Source: an optimization exercise on an open RTL-to-GDS flow (aim: small area). Production flows keep margins and buffers that such runs may drop.
RTL that was checked went through simulation tests only; none was proved equivalent to the original.
For run 1, only the layout was checked, not whether the RTL still works.
Power figures rest on the tool's default switching activity, not on a simulated workload.

==> flow/design.v, too long to show whole: its modules and the start of the top module <==
// module ALU_DESIGN: 849 lines
// module alu_lbit: 5 lines
// module alu_fa: 6 lines
module ALU_DESIGN #(parameter WIDTH_OP = 16, WIDTH_CMD = 4)(CLK,RST,INP_VALID,MODE,CMD,CE,OPA,OPB,CIN,ERR,RES,OFLOW,COUT,G,L,E);
  // ...
==> flow/flow/run.sh <==
#!/bin/bash
# Own flow: the standard layout (standard.sh), with its synthesis changed only in the
# script of the final ABC mapping (an area-oriented one, flow/abc_area_deep.script), and
# port buffers of the smallest buffer cell. Registers are inferred and mapped exactly as in
# the standard synthesis. Each tool's output goes to the ORFS logs; make's to flow_make.log.
set -euo pipefail
W=$PWD
# synthesis script = ORFS synth.tcl with the final abc call's -script argument replaced
python3 - "$FLOW_HOME/scripts/synth.tcl" "$W/my_synth.tcl" <<'PY'
import sys
s = open(sys.argv[1]).read()
old = "  log_cmd abc {*}$abc_args\n"
assert s.count(old) == 1
s = s.replace(old, "  set abc_args [lreplace $abc_args 1 1 $::env(MY_ABC_SCRIPT)]\n" + old)
open(sys.argv[2], "w").write(s)
PY
# The standard flow's synthesis wrapper, sourcing the script above instead of ORFS's
sed "s#\$::env(SCRIPTS_DIR)/synth.tcl#$W/my_synth.tcl#" synth_recipe.tcl > my_synth_recipe.tcl
grep -q "$W/my_synth.tcl" my_synth_recipe.tcl
export MY_ABC_SCRIPT=$W/flow/abc_area_deep.script
bash standard.sh SYNTH_SCRIPT=$W/my_synth_recipe.tcl \
  "BUFFER_PORTS_ARGS=-buffer_cell sky130_fd_sc_hd__buf_1" finish > flow_make.log 2>&1
==> flow/flow/abc_area_deep.script <==
strash
&get -n
&deepsyn -T 60
&put
&get -n
&dch -f
&nf -R 1000
&put
topo
==> flow/standard.sh <==
#!/bin/bash
# synth_recipe.tcl (not shown) runs the flow's synth.tcl, then flattens the netlist and writes it again
# the make line also repeats each setting of config.mk as NAME=value (left out here)
make -C /OpenROAD-flow-scripts/flow DESIGN_CONFIG=/design/flow/config.mk WORK_HOME=/design/flow/orfs CLKGATE_MAP_FILE= SYNTH_SCRIPT=/design/flow/synth_recipe.tcl "${@:-finish}"
==> flow/config.mk <==
export PLATFORM = sky130hd
export DESIGN_NAME = ALU_DESIGN
export DESIGN_NICKNAME = ALU_DESIGN
export VERILOG_FILES = /design/flow/design.v
export SDC_FILE = /design/flow/constraint.sdc
export NUM_CORES = 4
export LEC_CHECK = 0
export CAP_MARGIN = 0
export CORE_MARGIN = 2
export CORE_UTILIZATION = 60
export GPL_TIMING_DRIVEN = 0
export PLACE_DENSITY = 0.7
export SLEW_MARGIN = 0
export SYNTH_HIERARCHICAL = 1
export SYNTH_MINIMUM_KEEP_SIZE = 0
==> flow/constraint.sdc <==
create_clock -name core_clock -period 10.0 [get_ports {CLK}]
set_input_delay 2.0000 -clock core_clock [delete_from_list [all_inputs] [get_ports {CLK}]]
set_output_delay 2.0000 -clock core_clock [all_outputs]
set_load 0.01 [all_outputs]
==> results.py, run 1 <==
metrics = {
    "synthesis": {
        "synth.area.top_cells": "fa_1 (38%), edfxtp_1 (12%), dfrtp_1 (12%), nand2_1 (8.5%), ha_1 (2.9%)",
        "synth_commonest_cells": "nand2_1 (365), fa_1 (305), dfrtp_1 (77)",
        "synth_seq_cells": 147,
        "synth_ff_type": "dfrtp_1",
        "synth_edf_count": 67,
        "synth_top_area_share_pct": 37.9,
        "synth_cell_types": 50,
        "synthMuxAreaShare_pct": 2.17,
        "syn_area_um2": 16100,
    },
    "global_route": {
        "grtUsageMet3_pct": 10.6,
    },
    "finish": {
        "layout_commonest_cell": "nand2_1",
        "buf_share_pct": 3.63,
        "stdcell_area_um2": 18100,
        "n_antenna_cell": 0,
        "clk_share_pct": 3.27,
        "final_cells": 2012,
        "largest_cell_class": "multi-input gates",
        "seq_cells": 147,
    },
    "cts": {
        "htree_levels": 4,
        "clk_pin_slew_ns": 0.07,
    },
    "outcome": {
        "outcome": "complete, no violations",
    },
    "pwr": {
        "power_leader": "combinational cells",
        "leakage_nw": 5.72,
        "vdd.ir_drop.worst_mv": 0.423,
        "combPwrFrac_pct": 66.7,
    },
    "sta": {
        "finalHoldViolations": 0,
        "maxSlewHeadroom_pct": 3.70,
        "finalSetupViolCount": 0,
    },
    "route": {
        "highest_layer": "met5",
        "drc": 0,
        "wl_met3_um": 6660,
    },
    "min_path": {
        "min_to": "valid_pipe[1]$_DFFE_PP0P_",
    },
    "critical_path": {
        "cp_data_arrival_time_ns": 10.15,
        "crit_path_start_kind": "primary input",
        "cp_top_family": "adder cells",
        "timing.rr.start": "TEMP_A[1]$_DFFE_PP0P_",
    },
    "run": {
        "max-cap-violations": 0,
    },
    "place": {
        "place_inst": 1965,
    },
}
==> run 2, diff against run 1 <==
--- a/flow/design.v
+++ b/flow/design.v
@@ -112,332 +112,332 @@
 wire [15:0] pp11 = ~(TEMP_A & {16{TEMP_B[11]}});
 wire [15:0] pp12 = ~(TEMP_A & {16{TEMP_B[12]}});
 wire [15:0] pp13 = ~(TEMP_A & {16{TEMP_B[13]}});
 wire [15:0] pp14 = ~(TEMP_A & {16{TEMP_B[14]}});
 wire [15:0] pp15 = ~(TEMP_A & {16{TEMP_B[15]}});
 wire mseln = ~msel;
 wire [31:0] prodn;
 wire [31:0] prod = ~prodn;
-wire mw1, mw2;
-alu_fa u_mw1 (.a(pp0[11]), .b(pp1[10]), .c(1'b1), .s(mw1), .co(mw2));
+wire mw1 = ~(pp0[11] ^ pp1[10]);
+wire mw2 = pp0[11] | pp1[10];
 wire mw3, mw4;
 alu_fa u_mw3 (.a(pp0[12]), .b(pp1[11]), .c(pp2[10]), .s(mw3), .co(mw4));
-wire mw5, mw6;
-alu_fa u_mw5 (.a(pp3[9]), .b(pp4[8]), .c(1'b1), .s(mw5), .co(mw6));
+wire mw5 = ~(pp3[9] ^ pp4[8]);
+wire mw6 = pp3[9] | pp4[8];
 wire mw7, mw8;
 alu_fa u_mw7 (.a(pp0[13]), .b(pp1[12]), .c(pp2[11]), .s(mw7), .co(mw8));
 wire mw9, mw10;
 alu_fa u_mw9 (.a(pp3[10]), .b(pp4[9]), .c(pp5[8]), .s(mw9), .co(mw10));
-wire mw11, mw12;
-alu_fa u_mw11 (.a(pp6[7]), .b(pp7[6]), .c(1'b1), .s(mw11), .co(mw12));
+wire mw11 = ~(pp6[7] ^ pp7[6]);
+wire mw12 = pp6[7] | pp7[6];
 wire mw13, mw14;
 alu_fa u_mw13 (.a(pp0[14]), .b(pp1[13]), .c(pp2[12]), .s(mw13), .co(mw14));
 wire mw15, mw16;
 alu_fa u_mw15 (.a(pp3[11]), .b(pp4[10]), .c(pp5[9]), .s(mw15), .co(mw16));
 wire mw17, mw18;
 alu_fa u_mw17 (.a(pp6[8]), .b(pp7[7]), .c(pp8[6]), .s(mw17), .co(mw18));
-wire mw19, mw20;
-alu_fa u_mw19 (.a(pp9[5]), .b(pp10[4]), .c(1'b1), .s(mw19), .co(mw20));
+wire mw19 = ~(pp9[5] ^ pp10[4]);
+wire mw20 = pp9[5] | pp10[4];
 wire mw21, mw22;
 alu_fa u_mw21 (.a(pp0[15]), .b(pp1[14]), .c(pp2[13]), .s(mw21), .co(mw22));
 wire mw23, mw24;
 alu_fa u_mw23 (.a(pp3[12]), .b(pp4[11]), .c(pp5[10]), .s(mw23), .co(mw24));
 wire mw25, mw26;
 alu_fa u_mw25 (.a(pp6[9]), .b(pp7[8]), .c(pp8[7]), .s(mw25), .co(mw26));
 wire mw27, mw28;
 alu_fa u_mw27 (.a(pp9[6]), .b(pp10[5]), .c(pp11[4]), .s(mw27), .co(mw28));
-wire mw29, mw30;
-alu_fa u_mw29 (.a(pp12[3]), .b(pp13[2]), .c(1'b1), .s(mw29), .co(mw30));
+wire mw29 = ~(pp12[3] ^ pp13[2]);
+wire mw30 = pp12[3] | pp13[2];
 wire mw31, mw32;
 alu_fa u_mw31 (.a(pp1[15]), .b(pp2[14]), .c(pp3[13]), .s(mw31), .co(mw32));
 wire mw33, mw34;
 alu_fa u_mw33 (.a(pp4[12]), .b(pp5[11]), .c(pp6[10]), .s(mw33), .co(mw34));
 wire mw35, mw36;
 alu_fa u_mw35 (.a(pp7[9]), .b(pp8[8]), .c(pp9[7]), .s(mw35), .co(mw36));
-wire mw37, mw38;
-alu_fa u_mw37 (.a(pp10[6]), .b(pp11[5]), .c(1'b1), .s(mw37), .co(mw38));
+wire mw37 = ~(pp10[6] ^ pp11[5]);
+wire mw38 = pp10[6] | pp11[5];
 wire mw39, mw40;
 alu_fa u_mw39 (.a(pp2[15]), .b(pp3[14]), .c(pp4[13]), .s(mw39), .co(mw40));
 wire mw41, mw42;
 alu_fa u_mw41 (.a(pp5[12]), .b(pp6[11]), .c(pp7[10]), .s(mw41), .co(mw42));
-wire mw43, mw44;
-alu_fa u_mw43 (.a(pp8[9]), .b(pp9[8]), .c(1'b1), .s(mw43), .co(mw44));
+wire mw43 = ~(pp8[9] ^ pp9[8]);
+wire mw44 = pp8[9] | pp9[8];
 wire mw45, mw46;
 alu_fa u_mw45 (.a(pp3[15]), .b(pp4[14]), .c(pp5[13]), .s(mw45), .co(mw46));
-wire mw47, mw48;
-alu_fa u_mw47 (.a(pp6[12]), .b(pp7[11]), .c(1'b1), .s(mw47), .co(mw48));
-wire mw49, mw50;
-alu_fa u_mw49 (.a(pp4[15]), .b(pp5[14]), .c(1'b1), .s(mw49), .co(mw50));
-wire mw51, mw52;
-alu_fa u_mw51 (.a(pp0[7]), .b(pp1[6]), .c(1'b1), .s(mw51), .co(mw52));
+wire mw47 = ~(pp6[12] ^ pp7[11]);
+wire mw48 = pp6[12] | pp7[11];
+wire mw49 = ~(pp4[15] ^ pp5[14]);
+wire mw50 = pp4[15] | pp5[14];
+wire mw51 = ~(pp0[7] ^ pp1[6]);
+wire mw52 = pp0[7] | pp1[6];
 wire mw53, mw54;
 alu_fa u_mw53 (.a(pp0[8]), .b(pp1[7]), .c(pp2[6]), .s(mw53), .co(mw54));
-wire mw55, mw56;
-alu_fa u_mw55 (.a(pp3[5]), .b(pp4[4]), .c(1'b1), .s(mw55), .co(mw56));
+wire mw55 = ~(pp3[5] ^ pp4[4]);
+wire mw56 = pp3[5] | pp4[4];
 wire mw57, mw58;
 alu_fa u_mw57 (.a(pp0[9]), .b(pp1[8]), .c(pp2[7]), .s(mw57), .co(mw58));
 wire mw59, mw60;
 alu_fa u_mw59 (.a(pp3[6]), .b(pp4[5]), .c(pp5[4]), .s(mw59), .co(mw60));
-wire mw61, mw62;
-alu_fa u_mw61 (.a(pp6[3]), .b(pp7[2]), .c(1'b1), .s(mw61), .co(mw62));
+wire mw61 = ~(pp6[3] ^ pp7[2]);
+wire mw62 = pp6[3] | pp7[2];
 wire mw63, mw64;
 alu_fa u_mw63 (.a(pp0[10]), .b(pp1[9]), .c(pp2[8]), .s(mw63), .co(mw64));
 wire mw65, mw66;
 alu_fa u_mw65 (.a(pp3[7]), .b(pp4[6]), .c(pp5[5]), .s(mw65), .co(mw66));
 wire mw67, mw68;
 alu_fa u_mw67 (.a(pp6[4]), .b(pp7[3]), .c(pp8[2]), .s(mw67), .co(mw68));
-wire mw69, mw70;
-alu_fa u_mw69 (.a(pp9[1]), .b(pp10[0]), .c(1'b1), .s(mw69), .co(mw70));
+wire mw69 = ~(pp9[1] ^ pp10[0]);
+wire mw70 = pp9[1] | pp10[0];
 wire mw71, mw72;
 alu_fa u_mw71 (.a(pp2[9]), .b(pp3[8]), .c(pp4[7]), .s(mw71), .co(mw72));
 wire mw73, mw74;
 alu_fa u_mw73 (.a(pp5[6]), .b(pp6[5]), .c(pp7[4]), .s(mw73), .co(mw74));
 wire mw75, mw76;
 alu_fa u_mw75 (.a(pp8[3]), .b(pp9[2]), .c(pp10[1]), .s(mw75), .co(mw76));
 wire mw77, mw78;
 alu_fa u_mw77 (.a(pp11[0]), .b(mw1), .c(ea[11]), .s(mw77), .co(mw78));
 wire mw79, mw80;
 alu_fa u_mw79 (.a(pp5[7]), .b(pp6[6]), .c(pp7[5]), .s(mw79), .co(mw80));
 wire mw81, mw82;
 alu_fa u_mw81 (.a(pp8[4]), .b(pp9[3]), .c(pp10[2]), .s(mw81), .co(mw82));
 wire mw83, mw84;
-alu_fa u_mw83 (.a(pp11[1]), .b(pp12[0]), .c(mw2), .s(mw83), .co(mw84));
+alu_fa u_mw83 (.a(pp11[1]), .b(pp12[0]), .c(mw5), .s(mw83), .co(mw84));
 wire mw85, mw86;
-alu_fa u_mw85 (.a(mw3), .b(mw5), .c(ea[12]), .s(mw85), .co(mw86));
+alu_fa u_mw85 (.a(mw2), .b(mw3), .c(ea[12]), .s(mw85), .co(mw86));
 wire mw87, mw88;
 alu_fa u_mw87 (.a(pp8[5]), .b(pp9[4]), .c(pp10[3]), .s(mw87), .co(mw88));
 wire mw89, mw90;
 alu_fa u_mw89 (.a(pp11[2]), .b(pp12[1]), .c(pp13[0]), .s(mw89), .co(mw90));
 wire mw91, mw92;
-alu_fa u_mw91 (.a(mw4), .b(mw6), .c(mw7), .s(mw91), .co(mw92));
+alu_fa u_mw91 (.a(mw11), .b(mw6), .c(mw4), .s(mw91), .co(mw92));
 wire mw93, mw94;
-alu_fa u_mw93 (.a(mw9), .b(mw11), .c(ea[13]), .s(mw93), .co(mw94));
+alu_fa u_mw93 (.a(mw7), .b(mw9), .c(ea[13]), .s(mw93), .co(mw94));
 wire mw95, mw96;
 alu_fa u_mw95 (.a(pp11[3]), .b(pp12[2]), .c(pp13[1]), .s(mw95), .co(mw96));
 wire mw97, mw98;
-alu_fa u_mw97 (.a(pp14[0]), .b(mw8), .c(mw10), .s(mw97), .co(mw98));
+alu_fa u_mw97 (.a(pp14[0]), .b(mw19), .c(mw12), .s(mw97), .co(mw98));
 wire mw99, mw100;
-alu_fa u_mw99 (.a(mw12), .b(mw13), .c(mw15), .s(mw99), .co(mw100));
+alu_fa u_mw99 (.a(mw8), .b(mw10), .c(mw13), .s(mw99), .co(mw100));
 wire mw101, mw102;
-alu_fa u_mw101 (.a(mw17), .b(mw19), .c(ea[14]), .s(mw101), .co(mw102));
+alu_fa u_mw101 (.a(mw15), .b(mw17), .c(ea[14]), .s(mw101), .co(mw102));
 wire mw103, mw104;
-alu_fa u_mw103 (.a(pp14[1]), .b(pp15[0]), .c(mw14), .s(mw103), .co(mw104));
+alu_fa u_mw103 (.a(pp14[1]), .b(pp15[0]), .c(mw29), .s(mw103), .co(mw104));
 wire mw105, mw106;
-alu_fa u_mw105 (.a(mw16), .b(mw18), .c(mw20), .s(mw105), .co(mw106));
+alu_fa u_mw105 (.a(mw20), .b(mw14), .c(mw16), .s(mw105), .co(mw106));
 wire mw107, mw108;
-alu_fa u_mw107 (.a(mw21), .b(mw23), .c(mw25), .s(mw107), .co(mw108));
+alu_fa u_mw107 (.a(mw18), .b(mw21), .c(mw23), .s(mw107), .co(mw108));
 wire mw109, mw110;
-alu_fa u_mw109 (.a(mw27), .b(mw29), .c(ea[15]), .s(mw109), .co(mw110));
+alu_fa u_mw109 (.a(mw25), .b(mw27), .c(ea[15]), .s(mw109), .co(mw110));
 wire mw111, mw112;
 alu_fa u_mw111 (.a(pp12[4]), .b(pp13[3]), .c(pp14[2]), .s(mw111), .co(mw112));
 wire mw113, mw114;
-alu_fa u_mw113 (.a(pp15[1]), .b(mw22), .c(mw24), .s(mw113), .co(mw114));
+alu_fa u_mw113 (.a(pp15[1]), .b(mw37), .c(mw30), .s(mw113), .co(mw114));
 wire mw115, mw116;
-alu_fa u_mw115 (.a(mw26), .b(mw28), .c(mw30), .s(mw115), .co(mw116));
+alu_fa u_mw115 (.a(mw22), .b(mw24), .c(mw26), .s(mw115), .co(mw116));
 wire mw117, mw118;
-alu_fa u_mw117 (.a(mw31), .b(mw33), .c(mw35), .s(mw117), .co(mw118));
+alu_fa u_mw117 (.a(mw28), .b(mw31), .c(mw33), .s(mw117), .co(mw118));
 wire mw119, mw120;
 alu_fa u_mw119 (.a(pp10[7]), .b(pp11[6]), .c(pp12[5]), .s(mw119), .co(mw120));
 wire mw121, mw122;
 alu_fa u_mw121 (.a(pp13[4]), .b(pp14[3]), .c(pp15[2]), .s(mw121), .co(mw122));
 wire mw123, mw124;
-alu_fa u_mw123 (.a(mw32), .b(mw34), .c(mw36), .s(mw123), .co(mw124));
+alu_fa u_mw123 (.a(mw43), .b(mw38), .c(mw32), .s(mw123), .co(mw124));
 wire mw125, mw126;
-alu_fa u_mw125 (.a(mw38), .b(mw39), .c(mw41), .s(mw125), .co(mw126));
+alu_fa u_mw125 (.a(mw34), .b(mw36), .c(mw39), .s(mw125), .co(mw126));
 wire mw127, mw128;
 alu_fa u_mw127 (.a(pp8[10]), .b(pp9[9]), .c(pp10[8]), .s(mw127), .co(mw128));
 wire mw129, mw130;
 alu_fa u_mw129 (.a(pp11[7]), .b(pp12[6]), .c(pp13[5]), .s(mw129), .co(mw130));
 wire mw131, mw132;
-alu_fa u_mw131 (.a(pp14[4]), .b(pp15[3]), .c(mw40), .s(mw131), .co(mw132));
+alu_fa u_mw131 (.a(pp14[4]), .b(pp15[3]), .c(mw47), .s(mw131), .co(mw132));
 wire mw133, mw134;
-alu_fa u_mw133 (.a(mw42), .b(mw44), .c(mw45), .s(mw133), .co(mw134));
+alu_fa u_mw133 (.a(mw44), .b(mw40), .c(mw42), .s(mw133), .co(mw134));
 wire mw135, mw136;
 alu_fa u_mw135 (.a(pp6[13]), .b(pp7[12]), .c(pp8[11]), .s(mw135), .co(mw136));
 wire mw137, mw138;
 alu_fa u_mw137 (.a(pp9[10]), .b(pp10[9]), .c(pp11[8]), .s(mw137), .co(mw138));
 wire mw139, mw140;
 alu_fa u_mw139 (.a(pp12[7]), .b(pp13[6]), .c(pp14[5]), .s(mw139), .co(mw140));
 wire mw141, mw142;
-alu_fa u_mw141 (.a(pp15[4]), .b(mw46), .c(mw48), .s(mw141), .co(mw142));
+alu_fa u_mw141 (.a(pp15[4]), .b(mw49), .c(mw48), .s(mw141), .co(mw142));
 wire mw143, mw144;
 alu_fa u_mw143 (.a(pp5[15]), .b(pp6[14]), .c(pp7[13]), .s(mw143), .co(mw144));
 wire mw145, mw146;
 alu_fa u_mw145 (.a(pp8[12]), .b(pp9[11]), .c(pp10[10]), .s(mw145), .co(mw146));
 wire mw147, mw148;
 alu_fa u_mw147 (.a(pp11[9]), .b(pp12[8]), .c(pp13[7]), .s(mw147), .co(mw148));
-wire mw149, mw150;
-alu_fa u_mw149 (.a(pp14[6]), .b(pp15[5]), .c(1'b1), .s(mw149), .co(mw150));
+wire mw149 = ~(pp14[6] ^ pp15[5]);
+wire mw150 = pp14[6] | pp15[5];
 wire mw151, mw152;
 alu_fa u_mw151 (.a(pp6[15]), .b(pp7[14]), .c(pp8[13]), .s(mw151), .co(mw152));
 wire mw153, mw154;
 alu_fa u_mw153 (.a(pp9[12]), .b(pp10[11]), .c(pp11[10]), .s(mw153), .co(mw154));
-wire mw155, mw156;
-alu_fa u_mw155 (.a(pp12[9]), .b(pp13[8]), .c(1'b1), .s(mw155), .co(mw156));
+wire mw155 = ~(pp12[9] ^ pp13[8]);
+wire mw156 = pp12[9] | pp13[8];
 wire mw157, mw158;
 alu_fa u_mw157 (.a(pp7[15]), .b(pp8[14]), .c(pp9[13]), .s(mw157), .co(mw158));
-wire mw159, mw160;
-alu_fa u_mw159 (.a(pp10[12]), .b(pp11[11]), .c(1'b1), .s(mw159), .co(mw160));
-wire mw161, mw162;
-alu_fa u_mw161 (.a(pp8[15]), .b(pp9[14]), .c(1'b1), .s(mw161), .co(mw162));
-wire mw163, mw164;
-alu_fa u_mw163 (.a(pp0[4]), .b(pp1[3]), .c(1'b1), .s(mw163), .co(mw164));
+wire mw159 = ~(pp10[12] ^ pp11[11]);
+wire mw160 = pp10[12] | pp11[11];
+wire mw161 = ~(pp8[15] ^ pp9[14]);
+wire mw162 = pp8[15] | pp9[14];
+wire mw163 = ~(pp0[4] ^ pp1[3]);
+wire mw164 = pp0[4] | pp1[3];
 wire mw165, mw166;
 alu_fa u_mw165 (.a(pp0[5]), .b(pp1[4]), .c(pp2[3]), .s(mw165), .co(mw166));
-wire mw167, mw168;
-alu_fa u_mw167 (.a(pp3[2]), .b(pp4[1]), .c(1'b1), .s(mw167), .co(mw168));
+wire mw167 = ~(pp3[2] ^ pp4[1]);
+wire mw168 = pp3[2] | pp4[1];
 wire mw169, mw170;
 alu_fa u_mw169 (.a(pp0[6]), .b(pp1[5]), .c(pp2[4]), .s(mw169), .co(mw170));
 wire mw171, mw172;
 alu_fa u_mw171 (.a(pp3[3]), .b(pp4[2]), .c(pp5[1]), .s(mw171), .co(mw172));
-wire mw173, mw174;
-alu_fa u_mw173 (.a(pp6[0]), .b(ea[6]), .c(1'b1), .s(mw173), .co(mw174));
+wire mw173 = ~(pp6[0] ^ ea[6]);
+wire mw174 = pp6[0] | ea[6];
 wire mw175, mw176;
 alu_fa u_mw175 (.a(pp2[5]), .b(pp3[4]), .c(pp4[3]), .s(mw175), .co(mw176));
 wire mw177, mw178;
 alu_fa u_mw177 (.a(pp5[2]), .b(pp6[1]), .c(pp7[0]), .s(mw177), .co(mw178));
 wire mw179, mw180;
 alu_fa u_mw179 (.a(mw51), .b(ea[7]), .c(eb[7]), .s(mw179), .co(mw180));
 wire mw181, mw182;
 alu_fa u_mw181 (.a(pp5[3]), .b(pp6[2]), .c(pp7[1]), .s(mw181), .co(mw182));
 wire mw183, mw184;
-alu_fa u_mw183 (.a(pp8[0]), .b(mw52), .c(mw53), .s(mw183), .co(mw184));
+alu_fa u_mw183 (.a(pp8[0]), .b(mw55), .c(mw52), .s(mw183), .co(mw184));
 wire mw185, mw186;
-alu_fa u_mw185 (.a(mw55), .b(ea[8]), .c(eb[8]), .s(mw185), .co(mw186));
+alu_fa u_mw185 (.a(mw53), .b(ea[8]), .c(eb[8]), .s(mw185), .co(mw186));
 wire mw187, mw188;
-alu_fa u_mw187 (.a(pp8[1]), .b(pp9[0]), .c(mw54), .s(mw187), .co(mw188));
+alu_fa u_mw187 (.a(pp8[1]), .b(pp9[0]), .c(mw61), .s(mw187), .co(mw188));
 wire mw189, mw190;
-alu_fa u_mw189 (.a(mw56), .b(mw57), .c(mw59), .s(mw189), .co(mw190));
+alu_fa u_mw189 (.a(mw56), .b(mw54), .c(mw57), .s(mw189), .co(mw190));
 wire mw191, mw192;
-alu_fa u_mw191 (.a(mw61), .b(ea[9]), .c(eb[9]), .s(mw191), .co(mw192));
+alu_fa u_mw191 (.a(mw59), .b(ea[9]), .c(eb[9]), .s(mw191), .co(mw192));
 wire mw193, mw194;
-alu_fa u_mw193 (.a(mw58), .b(mw60), .c(mw62), .s(mw193), .co(mw194));
+alu_fa u_mw193 (.a(mw69), .b(mw62), .c(mw58), .s(mw193), .co(mw194));
 wire mw195, mw196;
-alu_fa u_mw195 (.a(mw63), .b(mw65), .c(mw67), .s(mw195), .co(mw196));
+alu_fa u_mw195 (.a(mw60), .b(mw63), .c(mw65), .s(mw195), .co(mw196));
 wire mw197, mw198;
-alu_fa u_mw197 (.a(mw69), .b(ea[10]), .c(eb[10]), .s(mw197), .co(mw198));
+alu_fa u_mw197 (.a(mw67), .b(ea[10]), .c(eb[10]), .s(mw197), .co(mw198));
 wire mw199, mw200;
-alu_fa u_mw199 (.a(mw64), .b(mw66), .c(mw68), .s(mw199), .co(mw200));
+alu_fa u_mw199 (.a(mw70), .b(mw64), .c(mw66), .s(mw199), .co(mw200));
 wire mw201, mw202;
-alu_fa u_mw201 (.a(mw70), .b(mw71), .c(mw73), .s(mw201), .co(mw202));
+alu_fa u_mw201 (.a(mw68), .b(mw71), .c(mw73), .s(mw201), .co(mw202));
 wire mw203, mw204;
 alu_fa u_mw203 (.a(mw75), .b(eb[11]), .c(mw77), .s(mw203), .co(mw204));
 wire mw205, mw206;
 alu_fa u_mw205 (.a(mw72), .b(mw74), .c(mw76), .s(mw205), .co(mw206));
 wire mw207, mw208;
 alu_fa u_mw207 (.a(mw79), .b(mw81), .c(mw83), .s(mw207), .co(mw208));
 wire mw209, mw210;
 alu_fa u_mw209 (.a(eb[12]), .b(mw78), .c(mw85), .s(mw209), .co(mw210));
 wire mw211, mw212;
 alu_fa u_mw211 (.a(mw80), .b(mw82), .c(mw87), .s(mw211), .co(mw212));
 wire mw213, mw214;
-alu_fa u_mw213 (.a(mw89), .b(mw84), .c(eb[13]), .s(mw213), .co(mw214));
+alu_fa u_mw213 (.a(mw89), .b(mw84), .c(mw91), .s(mw213), .co(mw214));
 wire mw215, mw216;
-alu_fa u_mw215 (.a(mw91), .b(mw86), .c(mw93), .s(mw215), .co(mw216));
+alu_fa u_mw215 (.a(eb[13]), .b(mw86), .c(mw93), .s(mw215), .co(mw216));
 wire mw217, mw218;
 alu_fa u_mw217 (.a(mw88), .b(mw90), .c(mw95), .s(mw217), .co(mw218));
 wire mw219, mw220;
 alu_fa u_mw219 (.a(mw97), .b(mw92), .c(eb[14]), .s(mw219), .co(mw220));
 wire mw221, mw222;
 alu_fa u_mw221 (.a(mw99), .b(mw94), .c(mw101), .s(mw221), .co(mw222));
 wire mw223, mw224;
 alu_fa u_mw223 (.a(mw96), .b(mw98), .c(mw103), .s(mw223), .co(mw224));
 wire mw225, mw226;
 alu_fa u_mw225 (.a(mw105), .b(mw100), .c(eb[15]), .s(mw225), .co(mw226));
 wire mw227, mw228;
 alu_fa u_mw227 (.a(mw107), .b(mw102), .c(mw109), .s(mw227), .co(mw228));
 wire mw229, mw230;
-alu_fa u_mw229 (.a(mw37), .b(mw111), .c(mw104), .s(mw229), .co(mw230));
+alu_fa u_mw229 (.a(mw35), .b(mw111), .c(mw104), .s(mw229), .co(mw230));
 wire mw231, mw232;
-alu_fa u_mw231 (.a(mw106), .b(mw113), .c(mw115), .s(mw231), .co(mw232));
+alu_fa u_mw231 (.a(mw113), .b(mw106), .c(mw115), .s(mw231), .co(mw232));
 wire mw233, mw234;
 alu_fa u_mw233 (.a(mw108), .b(mw117), .c(mw110), .s(mw233), .co(mw234));
 wire mw235, mw236;
-alu_fa u_mw235 (.a(mw112), .b(mw43), .c(mw119), .s(mw235), .co(mw236));
+alu_fa u_mw235 (.a(mw112), .b(mw41), .c(mw119), .s(mw235), .co(mw236));
 wire mw237, mw238;
 alu_fa u_mw237 (.a(mw121), .b(mw114), .c(mw116), .s(mw237), .co(mw238));
 wire mw239, mw240;
 alu_fa u_mw239 (.a(mw123), .b(mw118), .c(mw125), .s(mw239), .co(mw240));
 wire mw241, mw242;
-alu_fa u_mw241 (.a(mw120), .b(mw122), .c(mw47), .s(mw241), .co(mw242));
+alu_fa u_mw241 (.a(mw120), .b(mw122), .c(mw45), .s(mw241), .co(mw242));
 wire mw243, mw244;
-alu_fa u_mw243 (.a(mw127), .b(mw129), .c(mw124), .s(mw243), .co(mw244));
+alu_fa u_mw243 (.a(mw127), .b(mw129), .c(mw131), .s(mw243), .co(mw244));
 wire mw245, mw246;
-alu_fa u_mw245 (.a(mw131), .b(mw126), .c(mw133), .s(mw245), .co(mw246));
+alu_fa u_mw245 (.a(mw124), .b(mw133), .c(mw126), .s(mw245), .co(mw246));
 wire mw247, mw248;
-alu_fa u_mw247 (.a(mw128), .b(mw130), .c(mw49), .s(mw247), .co(mw248));
+alu_fa u_mw247 (.a(mw46), .b(mw128), .c(mw130), .s(mw247), .co(mw248));
 wire mw249, mw250;
 alu_fa u_mw249 (.a(mw135), .b(mw137), .c(mw139), .s(mw249), .co(mw250));
 wire mw251, mw252;
 alu_fa u_mw251 (.a(mw132), .b(mw141), .c(mw134), .s(mw251), .co(mw252));
 wire mw253, mw254;
-alu_fa u_mw253 (.a(mw50), .b(mw136), .c(mw138), .s(mw253), .co(mw254));
+alu_fa u_mw253 (.a(mw50), .b(mw149), .c(mw136), .s(mw253), .co(mw254));
 wire mw255, mw256;
-alu_fa u_mw255 (.a(mw140), .b(mw143), .c(mw145), .s(mw255), .co(mw256));
+alu_fa u_mw255 (.a(mw138), .b(mw140), .c(mw143), .s(mw255), .co(mw256));
 wire mw257, mw258;
-alu_fa u_mw257 (.a(mw147), .b(mw149), .c(mw142), .s(mw257), .co(mw258));
+alu_fa u_mw257 (.a(mw145), .b(mw147), .c(mw142), .s(mw257), .co(mw258));
 wire mw259, mw260;
-alu_fa u_mw259 (.a(pp14[7]), .b(pp15[6]), .c(mw144), .s(mw259), .co(mw260));
+alu_fa u_mw259 (.a(pp14[7]), .b(pp15[6]), .c(mw155), .s(mw259), .co(mw260));
 wire mw261, mw262;
-alu_fa u_mw261 (.a(mw146), .b(mw148), .c(mw150), .s(mw261), .co(mw262));
+alu_fa u_mw261 (.a(mw150), .b(mw144), .c(mw146), .s(mw261), .co(mw262));
 wire mw263, mw264;
-alu_fa u_mw263 (.a(mw151), .b(mw153), .c(mw155), .s(mw263), .co(mw264));
+alu_fa u_mw263 (.a(mw148), .b(mw151), .c(mw153), .s(mw263), .co(mw264));
 wire mw265, mw266;
 alu_fa u_mw265 (.a(pp12[10]), .b(pp13[9]), .c(pp14[8]), .s(mw265), .co(mw266));
 wire mw267, mw268;
-alu_fa u_mw267 (.a(pp15[7]), .b(mw152), .c(mw154), .s(mw267), .co(mw268));
+alu_fa u_mw267 (.a(pp15[7]), .b(mw159), .c(mw156), .s(mw267), .co(mw268));
 wire mw269, mw270;
-alu_fa u_mw269 (.a(mw156), .b(mw157), .c(mw159), .s(mw269), .co(mw270));
+alu_fa u_mw269 (.a(mw152), .b(mw154), .c(mw157), .s(mw269), .co(mw270));
 wire mw271, mw272;
 alu_fa u_mw271 (.a(pp10[13]), .b(pp11[12]), .c(pp12[11]), .s(mw271), .co(mw272));
 wire mw273, mw274;
 alu_fa u_mw273 (.a(pp13[10]), .b(pp14[9]), .c(pp15[8]), .s(mw273), .co(mw274));
 wire mw275, mw276;
-alu_fa u_mw275 (.a(mw158), .b(mw160), .c(mw161), .s(mw275), .co(mw276));
+alu_fa u_mw275 (.a(mw161), .b(mw160), .c(mw158), .s(mw275), .co(mw276));
 wire mw277, mw278;
 alu_fa u_mw277 (.a(pp9[15]), .b(pp10[14]), .c(pp11[13]), .s(mw277), .co(mw278));
 wire mw279, mw280;
 alu_fa u_mw279 (.a(pp12[12]), .b(pp13[11]), .c(pp14[10]), .s(mw279), .co(mw280));
-wire mw281, mw282;
-alu_fa u_mw281 (.a(pp15[9]), .b(mw162), .c(1'b1), .s(mw281), .co(mw282));
+wire mw281 = ~(pp15[9] ^ mw162);
+wire mw282 = pp15[9] | mw162;
 wire mw283, mw284;
 alu_fa u_mw283 (.a(pp10[15]), .b(pp11[14]), .c(pp12[13]), .s(mw283), .co(mw284));
-wire mw285, mw286;
-alu_fa u_mw285 (.a(pp13[12]), .b(pp14[11]), .c(1'b1), .s(mw285), .co(mw286));
-wire mw287, mw288;
-alu_fa u_mw287 (.a(pp11[15]), .b(pp12[14]), .c(1'b1), .s(mw287), .co(mw288));
-wire mw289, mw290;
-alu_fa u_mw289 (.a(pp0[2]), .b(pp1[1]), .c(1'b1), .s(mw289), .co(mw290));
+wire mw285 = ~(pp13[12] ^ pp14[11]);
+wire mw286 = pp13[12] | pp14[11];
+wire mw287 = ~(pp11[15] ^ pp12[14]);
+wire mw288 = pp11[15] | pp12[14];
+wire mw289 = ~(pp0[2] ^ pp1[1]);
+wire mw290 = pp0[2] | pp1[1];
 wire mw291, mw292;
 alu_fa u_mw291 (.a(pp0[3]), .b(pp1[2]), .c(pp2[1]), .s(mw291), .co(mw292));
-wire mw293, mw294;
-alu_fa u_mw293 (.a(pp3[0]), .b(ea[3]), .c(1'b1), .s(mw293), .co(mw294));
+wire mw293 = ~(pp3[0] ^ ea[3]);
+wire mw294 = pp3[0] | ea[3];
 wire mw295, mw296;
 alu_fa u_mw295 (.a(pp2[2]), .b(pp3[1]), .c(pp4[0]), .s(mw295), .co(mw296));
 wire mw297, mw298;
 alu_fa u_mw297 (.a(mw163), .b(ea[4]), .c(eb[4]), .s(mw297), .co(mw298));
 wire mw299, mw300;
-alu_fa u_mw299 (.a(pp5[0]), .b(mw164), .c(mw165), .s(mw299), .co(mw300));
+alu_fa u_mw299 (.a(pp5[0]), .b(mw167), .c(mw164), .s(mw299), .co(mw300));
 wire mw301, mw302;
-alu_fa u_mw301 (.a(mw167), .b(ea[5]), .c(eb[5]), .s(mw301), .co(mw302));
+alu_fa u_mw301 (.a(mw165), .b(ea[5]), .c(eb[5]), .s(mw301), .co(mw302));
 wire mw303, mw304;
-alu_fa u_mw303 (.a(mw166), .b(mw168), .c(mw169), .s(mw303), .co(mw304));
+alu_fa u_mw303 (.a(mw168), .b(mw166), .c(mw169), .s(mw303), .co(mw304));
 wire mw305, mw306;
 alu_fa u_mw305 (.a(mw171), .b(eb[6]), .c(mw173), .s(mw305), .co(mw306));
 wire mw307, mw308;
 alu_fa u_mw307 (.a(mw170), .b(mw172), .c(mw175), .s(mw307), .co(mw308));
 wire mw309, mw310;
 alu_fa u_mw309 (.a(mw177), .b(mw174), .c(mw179), .s(mw309), .co(mw310));
 wire mw311, mw312;
 alu_fa u_mw311 (.a(mw176), .b(mw178), .c(mw181), .s(mw311), .co(mw312));
 wire mw313, mw314;
 alu_fa u_mw313 (.a(mw183), .b(mw180), .c(mw185), .s(mw313), .co(mw314));
 wire mw315, mw316;
-alu_fa u_mw315 (.a(mw182), .b(mw187), .c(mw184), .s(mw315), .co(mw316));
+alu_fa u_mw315 (.a(mw182), .b(mw184), .c(mw187), .s(mw315), .co(mw316));
 wire mw317, mw318;
 alu_fa u_mw317 (.a(mw189), .b(mw186), .c(mw191), .s(mw317), .co(mw318));
 wire mw319, mw320;
 alu_fa u_mw319 (.a(mw188), .b(mw193), .c(mw190), .s(mw319), .co(mw320));
 wire mw321, mw322;
 alu_fa u_mw321 (.a(mw195), .b(mw192), .c(mw197), .s(mw321), .co(mw322));
 wire mw323, mw324;
 alu_fa u_mw323 (.a(mw194), .b(mw199), .c(mw196), .s(mw323), .co(mw324));
@@ -463,59 +463,59 @@
 alu_fa u_mw343 (.a(mw229), .b(mw224), .c(mw231), .s(mw343), .co(mw344));
 wire mw345, mw346;
 alu_fa u_mw345 (.a(mw226), .b(mw233), .c(mw228), .s(mw345), .co(mw346));
 wire mw347, mw348;
 alu_fa u_mw347 (.a(mw235), .b(mw230), .c(mw237), .s(mw347), .co(mw348));
 wire mw349, mw350;
 alu_fa u_mw349 (.a(mw232), .b(mw239), .c(mw234), .s(mw349), .co(mw350));
 wire mw351, mw352;
-alu_fa u_mw351 (.a(mw236), .b(mw241), .c(mw238), .s(mw351), .co(mw352));
+alu_fa u_mw351 (.a(mw236), .b(mw241), .c(mw243), .s(mw351), .co(mw352));
 wire mw353, mw354;
-alu_fa u_mw353 (.a(mw243), .b(mw240), .c(mw245), .s(mw353), .co(mw354));
+alu_fa u_mw353 (.a(mw238), .b(mw245), .c(mw240), .s(mw353), .co(mw354));
 wire mw355, mw356;
-alu_fa u_mw355 (.a(mw242), .b(mw247), .c(mw249), .s(mw355), .co(mw356));
+alu_fa u_mw355 (.a(mw247), .b(mw242), .c(mw249), .s(mw355), .co(mw356));
 wire mw357, mw358;
 alu_fa u_mw357 (.a(mw244), .b(mw251), .c(mw246), .s(mw357), .co(mw358));
 wire mw359, mw360;
-alu_fa u_mw359 (.a(mw253), .b(mw248), .c(mw250), .s(mw359), .co(mw360));
+alu_fa u_mw359 (.a(mw248), .b(mw253), .c(mw250), .s(mw359), .co(mw360));
 wire mw361, mw362;
 alu_fa u_mw361 (.a(mw255), .b(mw257), .c(mw252), .s(mw361), .co(mw362));
 wire mw363, mw364;
-alu_fa u_mw363 (.a(mw254), .b(mw259), .c(mw261), .s(mw363), .co(mw364));
+alu_fa u_mw363 (.a(mw259), .b(mw254), .c(mw261), .s(mw363), .co(mw364));
 wire mw365, mw366;
 alu_fa u_mw365 (.a(mw256), .b(mw263), .c(mw258), .s(mw365), .co(mw366));
 wire mw367, mw368;
-alu_fa u_mw367 (.a(mw265), .b(mw260), .c(mw262), .s(mw367), .co(mw368));
+alu_fa u_mw367 (.a(mw265), .b(mw260), .c(mw267), .s(mw367), .co(mw368));
 wire mw369, mw370;
-alu_fa u_mw369 (.a(mw267), .b(mw264), .c(mw269), .s(mw369), .co(mw370));
+alu_fa u_mw369 (.a(mw262), .b(mw264), .c(mw269), .s(mw369), .co(mw370));
 wire mw371, mw372;
 alu_fa u_mw371 (.a(mw266), .b(mw271), .c(mw273), .s(mw371), .co(mw372));
 wire mw373, mw374;
-alu_fa u_mw373 (.a(mw268), .b(mw270), .c(mw275), .s(mw373), .co(mw374));
+alu_fa u_mw373 (.a(mw268), .b(mw275), .c(mw270), .s(mw373), .co(mw374));
 wire mw375, mw376;
-alu_fa u_mw375 (.a(mw272), .b(mw274), .c(mw277), .s(mw375), .co(mw376));
+alu_fa u_mw375 (.a(mw281), .b(mw272), .c(mw274), .s(mw375), .co(mw376));
 wire mw377, mw378;
-alu_fa u_mw377 (.a(mw279), .b(mw281), .c(mw276), .s(mw377), .co(mw378));
+alu_fa u_mw377 (.a(mw277), .b(mw279), .c(mw276), .s(mw377), .co(mw378));
 wire mw379, mw380;
-alu_fa u_mw379 (.a(pp15[10]), .b(mw278), .c(mw280), .s(mw379), .co(mw380));
+alu_fa u_mw379 (.a(pp15[10]), .b(mw285), .c(mw278), .s(mw379), .co(mw380));
 wire mw381, mw382;
-alu_fa u_mw381 (.a(mw283), .b(mw285), .c(mw282), .s(mw381), .co(mw382));
+alu_fa u_mw381 (.a(mw280), .b(mw282), .c(mw283), .s(mw381), .co(mw382));
 wire mw383, mw384;
 alu_fa u_mw383 (.a(pp13[13]), .b(pp14[12]), .c(pp15[11]), .s(mw383), .co(mw384));
 wire mw385, mw386;
-alu_fa u_mw385 (.a(mw284), .b(mw286), .c(mw287), .s(mw385), .co(mw386));
+alu_fa u_mw385 (.a(mw287), .b(mw286), .c(mw284), .s(mw385), .co(mw386));
 wire mw387, mw388;
 alu_fa u_mw387 (.a(pp12[15]), .b(pp13[14]), .c(pp14[13]), .s(mw387), .co(mw388));
-wire mw389, mw390;
-alu_fa u_mw389 (.a(pp15[12]), .b(mw288), .c(1'b1), .s(mw389), .co(mw390));
-wire mw391, mw392;
-alu_fa u_mw391 (.a(pp13[15]), .b(pp14[14]), .c(1'b1), .s(mw391), .co(mw392));
-wire mw393, mw394;
-alu_fa u_mw393 (.a(pp0[0]), .b(ea[0]), .c(1'b1), .s(mw393), .co(mw394));
+wire mw389 = ~(pp15[12] ^ mw288);
+wire mw390 = pp15[12] | mw288;
+wire mw391 = ~(pp13[15] ^ pp14[14]);
+wire mw392 = pp13[15] | pp14[14];
+wire mw393 = ~(pp0[0] ^ ea[0]);
+wire mw394 = pp0[0] | ea[0];
 wire mw395, mw396;
 alu_fa u_mw395 (.a(pp0[1]), .b(pp1[0]), .c(ea[1]), .s(mw395), .co(mw396));
 wire mw397, mw398;
 alu_fa u_mw397 (.a(pp2[0]), .b(mw289), .c(ea[2]), .s(mw397), .co(mw398));
 wire mw399, mw400;
 alu_fa u_mw399 (.a(mw290), .b(mw291), .c(eb[3]), .s(mw399), .co(mw400));
 wire mw401, mw402;
 alu_fa u_mw401 (.a(mw292), .b(mw295), .c(mw294), .s(mw401), .co(mw402));
@@ -543,51 +543,51 @@
 alu_fa u_mw423 (.a(mw336), .b(mw339), .c(mw338), .s(mw423), .co(mw424));
 wire mw425, mw426;
 alu_fa u_mw425 (.a(mw340), .b(mw343), .c(mw345), .s(mw425), .co(mw426));
 wire mw427, mw428;
 alu_fa u_mw427 (.a(mw344), .b(mw347), .c(mw349), .s(mw427), .co(mw428));
 wire mw429, mw430;
 alu_fa u_mw429 (.a(mw351), .b(mw348), .c(mw353), .s(mw429), .co(mw430));
 wire mw431, mw432;
-alu_fa u_mw431 (.a(mw355), .b(mw352), .c(mw357), .s(mw431), .co(mw432));
+alu_fa u_mw431 (.a(mw355), .b(mw352), .c(mw354), .s(mw431), .co(mw432));
 wire mw433, mw434;
-alu_fa u_mw433 (.a(mw359), .b(mw356), .c(mw358), .s(mw433), .co(mw434));
+alu_fa u_mw433 (.a(mw359), .b(mw356), .c(mw361), .s(mw433), .co(mw434));
 wire mw435, mw436;
 alu_fa u_mw435 (.a(mw360), .b(mw363), .c(mw365), .s(mw435), .co(mw436));
 wire mw437, mw438;
-alu_fa u_mw437 (.a(mw367), .b(mw364), .c(mw369), .s(mw437), .co(mw438));
+alu_fa u_mw437 (.a(mw367), .b(mw364), .c(mw366), .s(mw437), .co(mw438));
 wire mw439, mw440;
-alu_fa u_mw439 (.a(mw371), .b(mw368), .c(mw370), .s(mw439), .co(mw440));
+alu_fa u_mw439 (.a(mw371), .b(mw368), .c(mw373), .s(mw439), .co(mw440));
 wire mw441, mw442;
-alu_fa u_mw441 (.a(mw372), .b(mw375), .c(mw377), .s(mw441), .co(mw442));
+alu_fa u_mw441 (.a(mw375), .b(mw372), .c(mw377), .s(mw441), .co(mw442));
 wire mw443, mw444;
-alu_fa u_mw443 (.a(mw379), .b(mw376), .c(mw381), .s(mw443), .co(mw444));
+alu_fa u_mw443 (.a(mw376), .b(mw379), .c(mw381), .s(mw443), .co(mw444));
 wire mw445, mw446;
 alu_fa u_mw445 (.a(mw383), .b(mw380), .c(mw385), .s(mw445), .co(mw446));
 wire mw447, mw448;
-alu_fa u_mw447 (.a(mw384), .b(mw387), .c(mw389), .s(mw447), .co(mw448));
+alu_fa u_mw447 (.a(mw389), .b(mw384), .c(mw387), .s(mw447), .co(mw448));
 wire mw449, mw450;
-alu_fa u_mw449 (.a(pp15[13]), .b(mw388), .c(mw391), .s(mw449), .co(mw450));
-wire mw451, mw452;
-alu_fa u_mw451 (.a(pp14[15]), .b(pp15[14]), .c(1'b1), .s(mw451), .co(mw452));
-wire mw453, mw454;
-alu_fa u_mw453 (.a(eb[0]), .b(mseln), .c(1'b1), .s(mw453), .co(mw454));
+alu_fa u_mw449 (.a(pp15[13]), .b(mw391), .c(mw388), .s(mw449), .co(mw450));
+wire mw451 = ~(pp14[15] ^ pp15[14]);
+wire mw452 = pp14[15] | pp15[14];
+wire mw453 = ~(eb[0] ^ mseln);
+wire mw454 = eb[0] | mseln;
 wire mw455, mw456;
 alu_fa u_mw455 (.a(eb[1]), .b(mw394), .c(mw395), .s(mw455), .co(mw456));
 wire mw457, mw458;
 alu_fa u_mw457 (.a(eb[2]), .b(mw396), .c(mw397), .s(mw457), .co(mw458));
 wire mw459, mw460;
-alu_fa u_mw459 (.a(mw398), .b(mw293), .c(mw399), .s(mw459), .co(mw460));
+alu_fa u_mw459 (.a(mw293), .b(mw398), .c(mw399), .s(mw459), .co(mw460));
 wire mw461, mw462;
 alu_fa u_mw461 (.a(mw400), .b(mw297), .c(mw401), .s(mw461), .co(mw462));
 wire mw463, mw464;
 alu_fa u_mw463 (.a(mw301), .b(mw402), .c(mw403), .s(mw463), .co(mw464));
 wire mw465, mw466;
-alu_fa u_mw465 (.a(mw404), .b(mw405), .c(mw305), .s(mw465), .co(mw466));
+alu_fa u_mw465 (.a(mw305), .b(mw404), .c(mw405), .s(mw465), .co(mw466));
 wire mw467, mw468;
 alu_fa u_mw467 (.a(mw406), .b(mw309), .c(mw407), .s(mw467), .co(mw468));
 wire mw469, mw470;
 alu_fa u_mw469 (.a(mw313), .b(mw408), .c(mw409), .s(mw469), .co(mw470));
 wire mw471, mw472;
 alu_fa u_mw471 (.a(mw317), .b(mw410), .c(mw411), .s(mw471), .co(mw472));
 wire mw473, mw474;
 alu_fa u_mw473 (.a(mw321), .b(mw412), .c(mw413), .s(mw473), .co(mw474));
@@ -603,41 +603,41 @@
 alu_fa u_mw483 (.a(mw341), .b(mw422), .c(mw423), .s(mw483), .co(mw484));
 wire mw485, mw486;
 alu_fa u_mw485 (.a(mw342), .b(mw424), .c(mw425), .s(mw485), .co(mw486));
 wire mw487, mw488;
 alu_fa u_mw487 (.a(mw346), .b(mw427), .c(mw426), .s(mw487), .co(mw488));
 wire mw489, mw490;
 alu_fa u_mw489 (.a(mw350), .b(mw429), .c(mw428), .s(mw489), .co(mw490));
 wire mw491, mw492;
-alu_fa u_mw491 (.a(mw354), .b(mw431), .c(mw430), .s(mw491), .co(mw492));
+alu_fa u_mw491 (.a(mw357), .b(mw431), .c(mw430), .s(mw491), .co(mw492));
 wire mw493, mw494;
-alu_fa u_mw493 (.a(mw361), .b(mw433), .c(mw432), .s(mw493), .co(mw494));
+alu_fa u_mw493 (.a(mw358), .b(mw432), .c(mw433), .s(mw493), .co(mw494));
 wire mw495, mw496;
-alu_fa u_mw495 (.a(mw362), .b(mw434), .c(mw435), .s(mw495), .co(mw496));
+alu_fa u_mw495 (.a(mw362), .b(mw435), .c(mw434), .s(mw495), .co(mw496));
 wire mw497, mw498;
-alu_fa u_mw497 (.a(mw366), .b(mw437), .c(mw436), .s(mw497), .co(mw498));
+alu_fa u_mw497 (.a(mw369), .b(mw437), .c(mw436), .s(mw497), .co(mw498));
 wire mw499, mw500;
-alu_fa u_mw499 (.a(mw373), .b(mw439), .c(mw438), .s(mw499), .co(mw500));
+alu_fa u_mw499 (.a(mw370), .b(mw438), .c(mw439), .s(mw499), .co(mw500));
 wire mw501, mw502;
 alu_fa u_mw501 (.a(mw374), .b(mw440), .c(mw441), .s(mw501), .co(mw502));
 wire mw503, mw504;
-alu_fa u_mw503 (.a(mw378), .b(mw442), .c(mw443), .s(mw503), .co(mw504));
+alu_fa u_mw503 (.a(mw378), .b(mw443), .c(mw442), .s(mw503), .co(mw504));
 wire mw505, mw506;
 alu_fa u_mw505 (.a(mw382), .b(mw445), .c(mw444), .s(mw505), .co(mw506));
 wire mw507, mw508;
 alu_fa u_mw507 (.a(mw386), .b(mw447), .c(mw446), .s(mw507), .co(mw508));
 wire mw509, mw510;
 alu_fa u_mw509 (.a(mw390), .b(mw449), .c(mw448), .s(mw509), .co(mw510));
 wire mw511, mw512;
 alu_fa u_mw511 (.a(mw392), .b(mw451), .c(mw450), .s(mw511), .co(mw512));
-wire mw513, mw514;
-alu_fa u_mw513 (.a(pp15[15]), .b(mw452), .c(1'b1), .s(mw513), .co(mw514));
-wire mw515, mw516;
-alu_fa u_mw515 (.a(mw393), .b(mw453), .c(1'b1), .s(mw515), .co(mw516));
+wire mw513 = ~(pp15[15] ^ mw452);
+wire mw514 = pp15[15] | mw452;
+wire mw515 = ~(mw393 ^ mw453);
+wire mw516 = mw393 | mw453;
 wire mw517, mw518;
 alu_fa u_mw517 (.a(mw455), .b(mw454), .c(mw516), .s(mw517), .co(mw518));
 wire mw519, mw520;
 alu_fa u_mw519 (.a(mw457), .b(mw456), .c(mw518), .s(mw519), .co(mw520));
 wire mw521, mw522;
 alu_fa u_mw521 (.a(mw459), .b(mw458), .c(mw520), .s(mw521), .co(mw522));
 wire mw523, mw524;
 alu_fa u_mw523 (.a(mw461), .b(mw460), .c(mw522), .s(mw523), .co(mw524));
@@ -646,18 +646,18 @@
 wire mw527, mw528;
 alu_fa u_mw527 (.a(mw465), .b(mw464), .c(mw526), .s(mw527), .co(mw528));
 wire mw529, mw530;
 alu_fa u_mw529 (.a(mw467), .b(mw466), .c(mw528), .s(mw529), .co(mw530));
 wire mw531, mw532;
 alu_fa u_mw531 (.a(mw469), .b(mw468), .c(mw530), .s(mw531), .co(mw532));
 wire mw533, mw534;
 alu_fa u_mw533 (.a(mw471), .b(mw470), .c(mw532), .s(mw533), .co(mw534));
-wire mw535, mw536;
-alu_fa u_mw535 (.a(mw473), .b(mw472), .c(1'b1), .s(mw535), .co(mw536));
+wire mw535 = ~(mw473 ^ mw472);
+wire mw536 = mw473 | mw472;
 wire mw537, mw538;
 alu_fa u_mw537 (.a(mw475), .b(mw474), .c(mw536), .s(mw537), .co(mw538));
 wire mw539, mw540;
 alu_fa u_mw539 (.a(mw477), .b(mw476), .c(mw538), .s(mw539), .co(mw540));
 wire mw541, mw542;
 alu_fa u_mw541 (.a(mw479), .b(mw478), .c(mw540), .s(mw541), .co(mw542));
 wire mw543, mw544;
 alu_fa u_mw543 (.a(mw481), .b(mw480), .c(mw542), .s(mw543), .co(mw544));
@@ -667,18 +667,18 @@
 wire mw548 = mw546 & ~mw537;
 wire mw549 = mw539 ^ (~mw534 & mw548);
 wire mw550 = mw548 & ~mw539;
 wire mw551 = mw541 ^ (~mw534 & mw550);
 wire mw552 = mw550 & ~mw541;
 wire mw553 = mw543 ^ (~mw534 & mw552);
 wire mw554 = mw552 & ~mw543;
 wire mw555 = ~(~mw544 | (~mw534 & mw554));
-wire mw556, mw557;
-alu_fa u_mw556 (.a(mw483), .b(mw482), .c(1'b1), .s(mw556), .co(mw557));
+wire mw556 = ~(mw483 ^ mw482);
+wire mw557 = mw483 | mw482;
 wire mw558, mw559;
 alu_fa u_mw558 (.a(mw485), .b(mw484), .c(mw557), .s(mw558), .co(mw559));
 wire mw560, mw561;
 alu_fa u_mw560 (.a(mw487), .b(mw486), .c(mw559), .s(mw560), .co(mw561));
 wire mw562, mw563;
 alu_fa u_mw562 (.a(mw489), .b(mw488), .c(mw561), .s(mw562), .co(mw563));
 wire mw564, mw565;
 alu_fa u_mw564 (.a(mw491), .b(mw490), .c(mw563), .s(mw564), .co(mw565));
@@ -688,18 +688,18 @@
 wire mw569 = mw567 & ~mw558;
 wire mw570 = mw560 ^ (~mw555 & mw569);
 wire mw571 = mw569 & ~mw560;
 wire mw572 = mw562 ^ (~mw555 & mw571);
 wire mw573 = mw571 & ~mw562;
 wire mw574 = mw564 ^ (~mw555 & mw573);
 wire mw575 = mw573 & ~mw564;
 wire mw576 = ~(~mw565 | (~mw555 & mw575));
-wire mw577, mw578;
-alu_fa u_mw577 (.a(mw493), .b(mw492), .c(1'b1), .s(mw577), .co(mw578));
+wire mw577 = ~(mw493 ^ mw492);
+wire mw578 = mw493 | mw492;
 wire mw579, mw580;
 alu_fa u_mw579 (.a(mw495), .b(mw494), .c(mw578), .s(mw579), .co(mw580));
 wire mw581, mw582;
 alu_fa u_mw581 (.a(mw497), .b(mw496), .c(mw580), .s(mw581), .co(mw582));
 wire mw583, mw584;
 alu_fa u_mw583 (.a(mw499), .b(mw498), .c(mw582), .s(mw583), .co(mw584));
 wire mw585, mw586;
 alu_fa u_mw585 (.a(mw501), .b(mw500), .c(mw584), .s(mw585), .co(mw586));
@@ -709,30 +709,30 @@
 wire mw590 = mw588 & ~mw579;
 wire mw591 = mw581 ^ (~mw576 & mw590);
 wire mw592 = mw590 & ~mw581;
 wire mw593 = mw583 ^ (~mw576 & mw592);
 wire mw594 = mw592 & ~mw583;
 wire mw595 = mw585 ^ (~mw576 & mw594);
 wire mw596 = mw594 & ~mw585;
 wire mw597 = ~(~mw586 | (~mw576 & mw596));
-wire mw598, mw599;
-alu_fa u_mw598 (.a(mw503), .b(mw502), .c(1'b1), .s(mw598), .co(mw599));
+wire mw598 = ~(mw503 ^ mw502);
+wire mw599 = mw503 | mw502;
 wire mw600, mw601;
 alu_fa u_mw600 (.a(mw505), .b(mw504), .c(mw599), .s(mw600), .co(mw601));
 wire mw602, mw603;
 alu_fa u_mw602 (.a(mw507), .b(mw506), .c(mw601), .s(mw602), .co(mw603));
 wire mw604, mw605;
 alu_fa u_mw604 (.a(mw509), .b(mw508), .c(mw603), .s(mw604), .co(mw605));
 wire mw606, mw607;
 alu_fa u_mw606 (.a(mw511), .b(mw510), .c(mw605), .s(mw606), .co(mw607));
 wire mw608, mw609;
 alu_fa u_mw608 (.a(mw513), .b(mw512), .c(mw607), .s(mw608), .co(mw609));
-wire mw610, mw611;
-alu_fa u_mw610 (.a(mw514), .b(mw609), .c(1'b1), .s(mw610), .co(mw611));
+wire mw610 = ~(mw514 ^ mw609);
+wire mw611 = mw514 | mw609;
 wire mw612 = mw598 ^ ~mw597;
 wire mw613 = ~mw598;
 wire mw614 = mw600 ^ (~mw597 & mw613);
 wire mw615 = mw613 & ~mw600;
 wire mw616 = mw602 ^ (~mw597 & mw615);
 wire mw617 = mw615 & ~mw602;
 wire mw618 = mw604 ^ (~mw597 & mw617);
 wire mw619 = mw617 & ~mw604;
==> flow/flow/run.sh (replaced) <==
#!/bin/bash
# Own flow: the standard layout (standard.sh), with two changes to its synthesis script:
#  - Yosys's extract_fa only looks inside module alu_fa (the full adders written out in the
#    RTL); all other logic is left to ABC;
#  - the final ABC mapping uses an area-oriented script (flow/abc_area_deep.script);
# and port buffers of the smallest buffer cell. Registers are inferred and mapped exactly as
# in the standard synthesis. Each tool's output goes to the ORFS logs; make's to flow_make.log.
set -euo pipefail
W=$PWD
python3 - "$FLOW_HOME/scripts/synth.tcl" "$W/my_synth.tcl" <<'PY'
import sys
s = open(sys.argv[1]).read()
old = "  log_cmd abc {*}$abc_args\n"
assert s.count(old) == 1
s = s.replace(old, "  set abc_args [lreplace $abc_args 1 1 $::env(MY_ABC_SCRIPT)]\n" + old)
old = "  extract_fa {*}[dont_use_extract_fa_args]\n"
assert s.count(old) == 1
s = s.replace(old, "  extract_fa -fa alu_fa\n")
open(sys.argv[2], "w").write(s)
PY
sed "s#\$::env(SCRIPTS_DIR)/synth.tcl#$W/my_synth.tcl#" synth_recipe.tcl > my_synth_recipe.tcl
grep -q "$W/my_synth.tcl" my_synth_recipe.tcl
export MY_ABC_SCRIPT=$W/flow/abc_area_deep.script
bash standard.sh SYNTH_SCRIPT=$W/my_synth_recipe.tcl \
  "BUFFER_PORTS_ARGS=-buffer_cell sky130_fd_sc_hd__buf_1" finish > flow_make.log 2>&1
==> flow/flow/abc_area_deep.script (replaced) <==
strash
&get -n
&deepsyn -J 10 -T 150
&put
&get -n
&dch -f
&nf -R 1000
&put
topo
==> flow/config.mk (replaced) <==
export PLATFORM = sky130hd
export DESIGN_NAME = ALU_DESIGN
export DESIGN_NICKNAME = ALU_DESIGN
export VERILOG_FILES = /design/flow/design.v
export SDC_FILE = /design/flow/constraint.sdc
export NUM_CORES = 4
export LEC_CHECK = 0
export CAP_MARGIN = 20
export CORE_MARGIN = 2
export CORE_UTILIZATION = 60
export CTS_BUF_LIST = sky130_fd_sc_hd__clkbuf_4 sky130_fd_sc_hd__clkbuf_8
export PLACE_DENSITY = 0.7
export SLEW_MARGIN = 20
export SYNTH_HIERARCHICAL = 1
export SYNTH_MINIMUM_KEEP_SIZE = 0
==> run 2 against run 1 <==
Effect of this change:
- die area is 3.9% lower
- critical path depth up 3
- synthesized cell count decreased by 1.1%
- still clean
- clock power down about 20%
- wire length hardly changed
- maximum frequency about the same
- final area down 3.2%
- combinational power shrank 35%
==> results.py, run 2 <==
metrics = {
    "cts": {
        "htree_levels": 4,
        "numCtsBuffers": 17,
        "root_buffer": "clkbuf_8",
        "cts_tree": "done",
        "clock_latency_ns": 0.47,
        "clk_pin_slew_ns": 0.09,
        "clk_path_buf_depth": 2,
        "cts_sinks": 147,
    },
    "finish": {
        "layout_commonest_cell": "nand2_1",
        "layout_common_cells": "nand2_1 (357), fa_1 (258), buf_4 (101), nor2_1 (87), buf_1 (78)",
        "seqCellArea_um2": 4020,
        "stdcell_area_um2": 17500,
        "areaGrowthSynthToFinish_pct": 13.3,
        "drive_gt1_share_pct": 9.71,
        "reg_top3": "RES x32, TEMP_MULT x32",
        "fin_nets": 1998,
        "n_antenna_cell": 0,
        "fin_util_pct": 69.5,
        "multi_input_area_um2": 11400,
        "fillCellCount": 1981,
    },
    "route": {
        "via_per_inst": 7.02,
        "drt_iter0_drc": 2144,
        "vias": 14255,
        "drc": 0,
        "drtPass1Iterations": 8,
        "antenna_left": 0,
        "drt-total-wl_um": 55300,
        "wl_per_cell_um": 27.2,
    },
    "global_route": {
        "grt_pass1_vias": 14140,
        "track_usage_pct": 42.1,
        "grt_max_degree": 53,
        "grt-ovfl-total": 0,
        "grt_pass1_wl_um": 83400,
        "antenna_found_initial": 0,
    },
    "synthesis": {
        "synth_seq_cells": 147,
        "synthCells": 1486,
        "synth_xor_area_share_pct": 2.77,
        "synthMuxAreaShare_pct": 2.98,
        "synth_ff_type": "dfrtp_1",
        "ys_async_sr_fraction_pct": 54.4,
        "yosysMostFrequentCell": "nand2_1",
        "synth.area.top_cells": "fa_1 (35%), edfxtp_1 (13%), dfrtp_1 (12%), nand2_1 (8.7%), a221oi_1 (2.5%)",
        "synth_top_area_share_pct": 34.7,
        "syn_area_um2": 15500,
        "synth_top_family_by_area": "adder cells",
        "synth_simple_gate_area_share_pct": 16.5,
        "synth_area_per_cell_um2": 10.4,
        "yosys_warnings": 7,
        "synth_edf_count": 67,
        "synth_commonest_cells": "nand2_1 (358), fa_1 (268), nor2_1 (90)",
        "synthAdderAreaFrac_pct": 34.7,
        "synth_compound_area_share_pct": 16.0,
        "synth_cell_types": 56,
        "synth-seq-area-share_pct": 26.0,
        "yosysTopAreaCell": "fa_1",
    },
    "critical_path": {
        "crit_start": "CMD[0]",
        "cp-end-kind": "flop",
        "cpPeakStageDelay_ns": 0.40,
        "setup.worst_path.class": "primary input to flop",
        "worst-r2r-setup-slack_ns": 1.13,
        "r2r-end": "TEMP_MULT[31]$_DFFE_PP_",
        "crit_end": "OFLOW$_DFF_PP0_",
        "worstPathRequired_ns": 10.40,
        "crit_path_max_fanout": 20,
        "cp_data_arrival_time_ns": 10.20,
        "critPathMostFrequentCell": "fa_2",
        "crit_path_start_kind": "primary input",
        "crit_slowest_cell": "fa_1",
        "rr_worst_depth": 32,
        "timing.rr.start": "TEMP_A[1]$_DFFE_PP0P_",
    },
    "sta": {
        "worst_slew_pin_slew_ns": 1.14,
        "maxSlewHeadroom_pct": 23.6,
        "fmax_mhz": 102,
        "fin_ws_ns": 0.200,
        "finalSetupViolCount": 0,
        "holdWs_ns": 0.487,
        "rsz0062_at_grt": "yes",
        "fin_crit_ns": 9.80,
        "finalHoldViolations": 0,
        "layout_worst_path_cycle_share_pct": 98.0,
        "slew_viol_final": 0,
        "skew_ns": 0.0172,
    },
    "die": {
        "initial_core_util_pct": 61.3,
        "die_area_um2": 27100,
        "io_pins": 81,
        "rows": 58,
        "die_h_um": 165,
        "dieWidth_um": 165,
        "core_um2": 25300,
    },
    "pwr": {
        "power_mw": 4.20,
        "vdd.ir_drop.worst_mv": 0.173,
        "p_per_area_nw_per_um2": 239,
        "leakage_nw": 5.23,
    },
    "place": {
        "dp_hpwl_um": 41100,
        "placed_area_um2": 17000,
        "gp_congestion": 0.997,
        "io_buffers": 80,
        "pre_cts_slack_ns": -0.291,
    },
    "outcome": {
        "outcome": "complete, no violations",
    },
    "run": {
        "max-cap-violations": 0,
    },
    "min_path": {
        "hp-start": "TEMP_MULT[31]$_DFFE_PP_",
        "hp-class": "flop to flop",
    },
}
-- run 2: cell count changes after synthesis, moves of 13 or more --
cell	delta
fa_1	-37
ha_1	-37
a221oi_1	+34
o22ai_1	-29
nand4_1	+22
clkinv_1	-21
nor2_1	+16
a31oi_1	-14
nor4_1	+13
-- run 2: stage by stage --
stage	TNS (ns)	instances
2_1_floorplan	-0.0177	1486
3_3_place_gp	-0.336	1993
4_1_cts	0	2025
6_report	0	2030
3_5_place_dp	-0.996	1993
5_1_grt	-0.194	2030
-- run 2: critical path: cells and delay by family --
family	cells	cell delay, ns
AOI/OAI and AO/OA	4	0.36
xor gates and xnor gates	2	0.41
adders and majority gates	16	5.85
buffers and inverters	3	0.70
and+or+nand+nor	7	0.88
-- run 2: repair_timing --
| action | CTS | global route |
|---|---|---|
| hold buffers | 0 | 0 |
| gates resized for setup | 0 | 4 |
| setup buffers | 0 | 2 |
| endpoints found under the setup margin | 0 | 6 |
-- run 2: modules after synthesis, one instance, submodules excluded --
module	times used	cell area, um^2	flops+latches
alu_fa	268	20.0	0
alu_lbit	16	27.5	0
ALU_DESIGN	1	9670	147
-- run 2: cells by family (layout without fill, tap and decap cells) --
group	Yosys count	count (layout)
simple gates	592	592
compound gates	339	339
fa+ha+maj	268	268
flops	147	147
xor+xnor	49	49
buf+inv	47	261
mux	44	44
-- run 2: per-layer routing --
| metal | global-route usage [%] | wire, um | part of all wire [%] | vias to the layer above |
|---|---|---|---|---|
| met2 | 63.1 | 24600 | 44 | 1116 |
| met5 | 0 | 0 | 0 | - |
| li1 | - | - | - | 5800 |
| met1 | 59.7 | 20800 | 38 | 7116 |
| met4 | 16.1 | 2670 | 4.8 | 0 |
| met3 | 10.8 | 7210 | 13 | 223 |
-- run 2: final cells by class --
| type | instances | share of cell area (%) |
|---|---|---|
| inverters | 47 | 1.01 |
| flip-flops and latches | 147 | 22.9 |
| clock inverters | 12 | 1.01 |
| multi-input cells | 1292 | 65.0 |
| repair buffers | 182 | 6.21 |
| well taps | 330 | 2.35 |
| clock buffers | 20 | 1.46 |
-- run 2: worst min-delay path by stage --
stage / end / depth (start not counted)
2_1_floorplan: valid_pipe[1]$_DFFE_PP0P_ / 2
6_report: RES[31]$_DFF_PP0_ / 1
3_3_place_gp: RES[31]$_DFF_PP0_ / 1
3_5_place_dp: RES[31]$_DFF_PP0_ / 1
4_1_cts: RES[31]$_DFF_PP0_ / 1
5_1_grt: valid_pipe[1]$_DFFE_PP0P_ / 2
-- run 2: report_power, final --
part / switching, mW / internal, mW
clock network: 0.264 / 0.281
logic: 1.64 / 1.06
registers: 0.158 / 0.798
total: 2.06 / 2.14

## separate check: timing with driven ports
In the flow no input, the clock included, has a driving cell. The finished layouts below were timed again as built, in two steps. Step 1, drivers: a clkbuf_16 drives CLK and a buf_2 each remaining input, both assumed. Step 2 times the ports against the registers' clock, not the clock port: input delays grow and output delays shrink by t, the midpoint of the rising clock arrivals with the driver on. Three values: ideal, step 1, step 2; two values: the first two.
run | shift t [ns] | slack for setup (ns) | worst setup path after step 2 | worst register clock-pin slew, ns | cell pins on the clock port's net
run 1 | 0.489 | 0.206 / 0.217 / -0.272 | input to register | 0.08 / 0.08 | 1
run 2 | 0.516 | 0.200 / 0.223 / -0.292 | input to register | 0.10 / 0.10 | 1
With both steps, setup timing fails in run 1 and run 2, where it was met with ideal ports. The setup slack of run 2, which loses most, moves by +0.023 ns with the drivers and by -0.492 ns with both steps.
